Background: an optimization exercise with open tools, aiming at small area and a short achievable clock period. Do not read the settings as production practice. In this exercise RTL edits were held to simulation tests only and were not proved equivalent to the original.

==> build 29: inputs <==
Design notch_filter, start of the top module:
module notch_filter #(
    parameter int DATA_WIDTH = 16
)(
    input  logic                    clk,
    input  logic                    rst_n,
    input  logic                    valid_i,
    input  logic signed [DATA_WIDTH-1:0] data_i,
    output logic                    valid_o,
    output logic signed [DATA_WIDTH-1:0] data_o
);
==> module notch_filter, before the edit <==
module notch_filter #(
    parameter int DATA_WIDTH = 16
)(
    input  logic                    clk,
    input  logic                    rst_n,
    input  logic                    valid_i,
    input  logic signed [DATA_WIDTH-1:0] data_i,
    output logic                    valid_o,
    output logic signed [DATA_WIDTH-1:0] data_o
);
    localparam signed [15:0] B0 = 16'd15725; 
    localparam signed [15:0] B1 = 16'd25443; 
    localparam signed [15:0] B2 = 16'd15725; 
    localparam signed [15:0] A1 = 16'd25443; 
    localparam signed [15:0] A2 = 16'd15066; 
    logic signed [31:0] s1, s2;
    logic signed [DATA_WIDTH-1:0] x_reg;  
    logic signed [31:0] y_reg;            
    typedef enum logic { ST_CALC_OUT, ST_UPDATE_STATE } state_t;
    state_t state;
    always_ff @(posedge clk or negedge rst_n) begin
        if (!rst_n) begin
            valid_o <= 0;
            data_o  <= 0;
            s1      <= 0;
            s2      <= 0;
            x_reg   <= 0;
            y_reg   <= 0;
            state   <= ST_CALC_OUT;
        end else begin
            valid_o <= 0;  
            case (state)
                ST_CALC_OUT: begin
                    if (valid_i) begin
                        x_reg <= data_i;
                        y_reg <= (data_i * B0) + s1;
                        state <= ST_UPDATE_STATE;
                    end
                end
                ST_UPDATE_STATE: begin
                    data_o  <= y_reg[29:14];  
                    valid_o <= 1;             
                    s1 <= (x_reg * B1) - ((y_reg >>> 14) * A1) + s2;
                    s2 <= (x_reg * B2) - ((y_reg >>> 14) * A2);
                    state <= ST_CALC_OUT;
                end
            endcase
        end
    end
endmodule
clock: 12.0 ns
lec_check: 0
cap_margin: 20
core_margin: 2
core_utilization: 40
slew_margin: 20
run.sh (not shown) runs the stock make flow with config.mk's settings and CLKGATE_MAP_FILE= SYNTH_SCRIPT=/design/flow/synth_recipe.tcl, a recipe that flattens the netlist after the stock synthesis.
==> build 64: changes against build 29 <==
==> flow/design.v (replaced) <==
`timescale 1ns / 1ps
module notch_filter #(
    parameter int DATA_WIDTH = 16
)(
    input  logic                    clk,
    input  logic                    rst_n,
    input  logic                    valid_i,
    input  logic signed [DATA_WIDTH-1:0] data_i,
    output logic                    valid_o,
    output logic signed [DATA_WIDTH-1:0] data_o
);
    logic signed [15:0] x;
    logic signed [31:0] s1, s2;
    logic signed [18:0] d;
    logic p1, p2, p3;
    logic signed [31:0] xw, yq, dw, y, s1n, s2n;
    assign xw = 32'(x);
    assign yq = s1 >>> 14;
    assign dw = 32'(d);
    assign y   = (xw <<< 14) - (xw <<< 9) - (xw <<< 7) - (xw <<< 4) - (xw <<< 2) + xw + s1;
    assign s1n = (dw <<< 14) + (dw <<< 13) + (dw <<< 9) + (dw <<< 8) + (dw <<< 6) + (dw <<< 5) + (dw <<< 1) + dw + s2;
    assign s2n = (xw <<< 14) - (xw <<< 9) - (xw <<< 7) - (xw <<< 4) - (xw <<< 2) + xw
               - (yq <<< 14) + (yq <<< 10) + (yq <<< 8) + (yq <<< 5) + (yq <<< 3) - (yq <<< 1);
    always_ff @(posedge clk or negedge rst_n) begin
        if (!rst_n) begin
            p1 <= 1'b0; p2 <= 1'b0; p3 <= 1'b0;
            s1 <= '0; s2 <= '0; x <= '0; d <= '0;
        end else begin
            p1 <= valid_i;
            p2 <= p1;
            p3 <= p2;
            if (valid_i) x <= data_i;
            if (p1) s1 <= y;
            if (p2) d <= 19'(xw - yq);
            if (p3) begin
                s1 <= s1n;
                s2 <= s2n;
            end
        end
    end
    assign valid_o = p2;
    assign data_o  = s1[29:14];
endmodule
==> out/metrics.cfg <==
[route]
routedWlPerCell_um = 18.0

[layout]
multiInputGateArea_sq_um = 14700
nFlopsAndLatches = 102
buffers_excl_clock = 41

[timing]
whs_ns = 0.534
tightest_slew_ns = 1.02

[logic_synthesis]
synthAdderAreaFrac_pct = 47.0
synth_top_area_share_pct = 28.4

[run_status]
status = no timing/DRC/antenna violations

[clock_network]
worstSkewPairLatency_ns = 0.39

# the run above: build 64

==> out/metrics.cfg <==
[route]
routedWlPerCell_um = 19.5

[layout]
largest_class = multi-input combinational cells
buffers_excl_clock = 55
nFlopsAndLatches = 116
multiInputGateArea_sq_um = 26100

[run_status]
status = no timing/DRC/antenna violations

[die]
rows = 105

[logic_synthesis]
ys_seq_area_share_pct = 8.75

[clock_network]
worstSkewPairLatency_ns = 0.51

[timing]
whs_ns = 0.504

# the run above: build 29


---

==> inputs of v16 <==
notch_filter, a different RTL version from the one above (not shown whole).
clock: 12.0 ns
lec_check: 0
cap_margin: 20
core_margin: 2
core_utilization: 40
cts_cluster_diameter: 100
cts_cluster_size: 30
slew_margin: 20
synth_hierarchical: 1
==> v37: changes against v16 <==
--- a/flow/design.v
+++ b/flow/design.v
@@ -500,14 +500,10 @@
     logic n596;
     logic n597;
     logic xs1;
     logic xs2;
     logic xs3;
-    logic xq15_1;
-    logic xq15_2;
-    logic xq15_3;
-    logic xq15_4;
     logic n88_d1;
     logic n90_d1;
     logic n92_d1;
     logic n94_d1;
     logic n96_d1;
@@ -621,11 +617,11 @@
     nf_fa u98 (.a(x[11]), .b(x[9]), .c(n97), .s(n98), .co(n99));
     nf_fa u100 (.a(x[12]), .b(x[10]), .c(n99), .s(n100), .co(n101));
     nf_fa u102 (.a(x[13]), .b(x[11]), .c(n101_d1), .s(n102), .co(n103));
     nf_fa u104 (.a(x[14]), .b(x[12]), .c(n103), .s(n104), .co(n105));
     nf_fa u106 (.a(x[15]), .b(x[13]), .c(n105), .s(n106), .co(n107));
-    nf_fa u108 (.a(xq15_2), .b(x[14]), .c(n107), .s(n108), .co(n109));
+    nf_fa u108 (.a(x[15]), .b(x[14]), .c(n107), .s(n108), .co(n109));
     nf_ha u110 (.a(n86), .b(x[0]), .s(n110), .co(n111));
     nf_fa u112 (.a(n88), .b(x[1]), .c(n111), .s(n112), .co(n113));
     nf_fa u114 (.a(n90), .b(n80), .c(n113), .s(n114), .co(n115));
     nf_fa u116 (.a(n92), .b(n82), .c(n115), .s(n116), .co(n117));
     nf_fa u118 (.a(n94), .b(n84), .c(n117), .s(n118), .co(n119));
@@ -635,13 +631,13 @@
     nf_fa u126 (.a(n102), .b(n92_d1), .c(n125), .s(n126), .co(n127));
     nf_fa u128 (.a(n104), .b(n94_d1), .c(n127), .s(n128), .co(n129));
     nf_fa u130 (.a(n106), .b(n96_d1), .c(n129), .s(n130), .co(n131));
     nf_fa u132 (.a(n108), .b(n98_d1), .c(n131), .s(n132), .co(n133));
     nf_fa u134 (.a(n109), .b(n100_d1), .c(n133), .s(n134), .co(n135));
-    nf_fa u136 (.a(xs1), .b(n102), .c(n135), .s(n136), .co(n137));
+    nf_fa u136 (.a(x[15]), .b(n102), .c(n135), .s(n136), .co(n137));
     nf_fa u138 (.a(x[15]), .b(n104), .c(n137), .s(n138), .co(n139));
-    nf_fa u140 (.a(xq15_2), .b(n106), .c(n139), .s(n140), .co(n141));
+    nf_fa u140 (.a(x[15]), .b(n106), .c(n139), .s(n140), .co(n141));
     nf_fa u142 (.a(xs2), .b(n108_d1), .c(n141_d1), .s(n142), .co(n143));
     nf_fa u144 (.a(xs2), .b(n109_d1), .c(n143), .s(n144), .co(n145));
     nf_ha u146 (.a(~x[1]), .b(~x[0]), .s(n146), .co(n147));
     nf_ha u148 (.a(~n80), .b(n147), .s(n148), .co(n149));
     nf_ha u150 (.a(~n82), .b(n149), .s(n150), .co(n151));
@@ -680,25 +676,25 @@
     nf_fa u222 (.a(x[10]), .b(n160), .c(n221), .s(n222), .co(n223));
     nf_fa u224 (.a(x[11]), .b(n162_d1), .c(n223_d1), .s(n224), .co(n225));
     nf_fa u226 (.a(x[12]), .b(n164), .c(n225), .s(n226), .co(n227));
     nf_fa u228 (.a(x[13]), .b(n166), .c(n227), .s(n228), .co(n229));
     nf_fa u230 (.a(x[14]), .b(n168), .c(n229), .s(n230), .co(n231));
-    nf_fa u232 (.a(xq15_2), .b(n170), .c(n231), .s(n232), .co(n233));
-    nf_fa u234 (.a(xs1), .b(n172), .c(n233), .s(n234), .co(n235));
+    nf_fa u232 (.a(x[15]), .b(n170), .c(n231), .s(n232), .co(n233));
+    nf_fa u234 (.a(x[15]), .b(n172), .c(n233), .s(n234), .co(n235));
     nf_fa u236 (.a(x[15]), .b(n174), .c(n235), .s(n236), .co(n237));
-    nf_fa u238 (.a(xq15_2), .b(n176), .c(n237), .s(n238), .co(n239));
-    nf_fa u240 (.a(xs1), .b(n178), .c(n239), .s(n240), .co(n241));
-    nf_fa u242 (.a(xq15_3), .b(n180_d1), .c(n241_d1), .s(n242), .co(n243));
-    nf_fa u244 (.a(xq15_3), .b(n182_d1), .c(n243), .s(n244), .co(n245));
-    nf_fa u246 (.a(xq15_3), .b(n184), .c(n245), .s(n246), .co(n247));
-    nf_fa u248 (.a(xq15_3), .b(n186), .c(n247), .s(n248), .co(n249));
-    nf_fa u250 (.a(xs1), .b(n188), .c(n249), .s(n250), .co(n251));
-    nf_fa u252 (.a(xq15_3), .b(n190), .c(n251), .s(n252), .co(n253));
+    nf_fa u238 (.a(x[15]), .b(n176), .c(n237), .s(n238), .co(n239));
+    nf_fa u240 (.a(x[15]), .b(n178), .c(n239), .s(n240), .co(n241));
+    nf_fa u242 (.a(xs2), .b(n180_d1), .c(n241_d1), .s(n242), .co(n243));
+    nf_fa u244 (.a(xs2), .b(n182_d1), .c(n243), .s(n244), .co(n245));
+    nf_fa u246 (.a(xs2), .b(n184), .c(n245), .s(n246), .co(n247));
+    nf_fa u248 (.a(xs1), .b(n186), .c(n247), .s(n248), .co(n249));
+    nf_fa u250 (.a(x[15]), .b(n188), .c(n249), .s(n250), .co(n251));
+    nf_fa u252 (.a(xs2), .b(n190), .c(n251), .s(n252), .co(n253));
     nf_fa u254 (.a(xs1), .b(n192), .c(n253), .s(n254), .co(n255));
-    nf_fa u256 (.a(xq15_3), .b(n194), .c(n255), .s(n256), .co(n257));
-    nf_fa u258 (.a(xs1), .b(n196), .c(n257), .s(n258), .co(n259));
-    nf_fa u260 (.a(xq15_3), .b(n198), .c(n259), .s(n260), .co(n261));
+    nf_fa u256 (.a(x[15]), .b(n194), .c(n255), .s(n256), .co(n257));
+    nf_fa u258 (.a(xs2), .b(n196), .c(n257), .s(n258), .co(n259));
+    nf_fa u260 (.a(xs1), .b(n198), .c(n259), .s(n260), .co(n261));
     nf_fa u262 (.a(xs3), .b(n200_d1), .c(n261_d1), .s(n262), .co(n263));
     nf_ha u266 (.a(s1[0]), .b(x[0]), .s(n266), .co(n267));
     nf_fa u268 (.a(s1[1]), .b(x[1]), .c(n267), .s(n268), .co(n269));
     nf_fa u270 (.a(s1[2]), .b(n80), .c(n269), .s(n270), .co(n271));
     nf_fa u272 (.a(s1[3]), .b(n208), .c(n271), .s(n272), .co(n273));
@@ -844,14 +840,10 @@
     nf_fa u596 (.a(n532), .b(s2[31]), .c(n595), .s(n596), .co(n597));
     always_ff @(posedge clk) begin
         xs1 <= x[15];
         xs2 <= xs1;
         xs3 <= xs2;
-        xq15_1 <= data_i[15];
-        xq15_2 <= xq15_1;
-        xq15_3 <= xq15_2;
-        xq15_4 <= xq15_3;
         n88_d1 <= n88;
         n90_d1 <= n90;
         n92_d1 <= n92;
         n94_d1 <= n94;
         n96_d1 <= n96;
==> results.txt <==
- In v37 the sequential share of layout area is lower than in v16, by 0.29 points.
- In v16 the final area is higher than in v37, by 0.36%.
- In v37 the die area is smaller than in v16, by 0.46%.
- v16 finished clean. v37 finished with timing, DRC and antenna clean.
- First-iteration DRC count: v37 is lower than v16 (about 4.7%).
- Against v16, the maximum frequency of v37 is larger by 0.26%.
==> figures <==
item	v37	v16
Termination of the worst setup path	n100_d1	n524_d1
Status	finished clean	finished clean
Met2 usage	0.251	0.261
Actual transition at the worst max-transition pin	0.947 ns	1.04 ns
Critical Path Source	x[2]	n447_d1
Worst setup slack before clock tree synthesis	7.11 ns	7.12 ns
Startpoint of the worst register-to-register path	x[2]	n447_d1
Non-clk bufs	40	39
Portion of the post-synthesis area used by sequential elements	0.442	0.444
Vias in the first global route	6,443	6,705

separate check: timing with driven ports:
In the flow no input, the clock included, has a driving cell. The finished layouts below were timed again as built, in two steps.
Step 1: set_driving_cell puts a clkbuf_16 on clk and a buf_2 on each other input, an assumption about the parent block.
Step 2 times the ports against the registers' clock, not the clock port: input delays grow and output delays shrink by t, the midpoint of the rising clock arrivals with the driver on.
a / b / c = ideal / step 1 / step 2; a / b = the first two.
run | shift t [ns] | slack for setup (ns) | worst register clock-pin slew, ns | cell pins on the clock port's net
build 29 | 0.561 | 0.725 / 0.725 / 0.725 | 0.08 / 0.08 | 1
build 64 | 0.439 | 3.540 / 3.540 / 3.540 | 0.08 / 0.08 | 1
v16 | 0.526 | 7.124 / 7.107 / 7.124 | 0.11 / 0.11 | 1
v37 | 0.520 | 7.137 / 7.137 / 7.137 | 0.12 / 0.12 | 1
After both steps setup and hold are still met in every run listed.
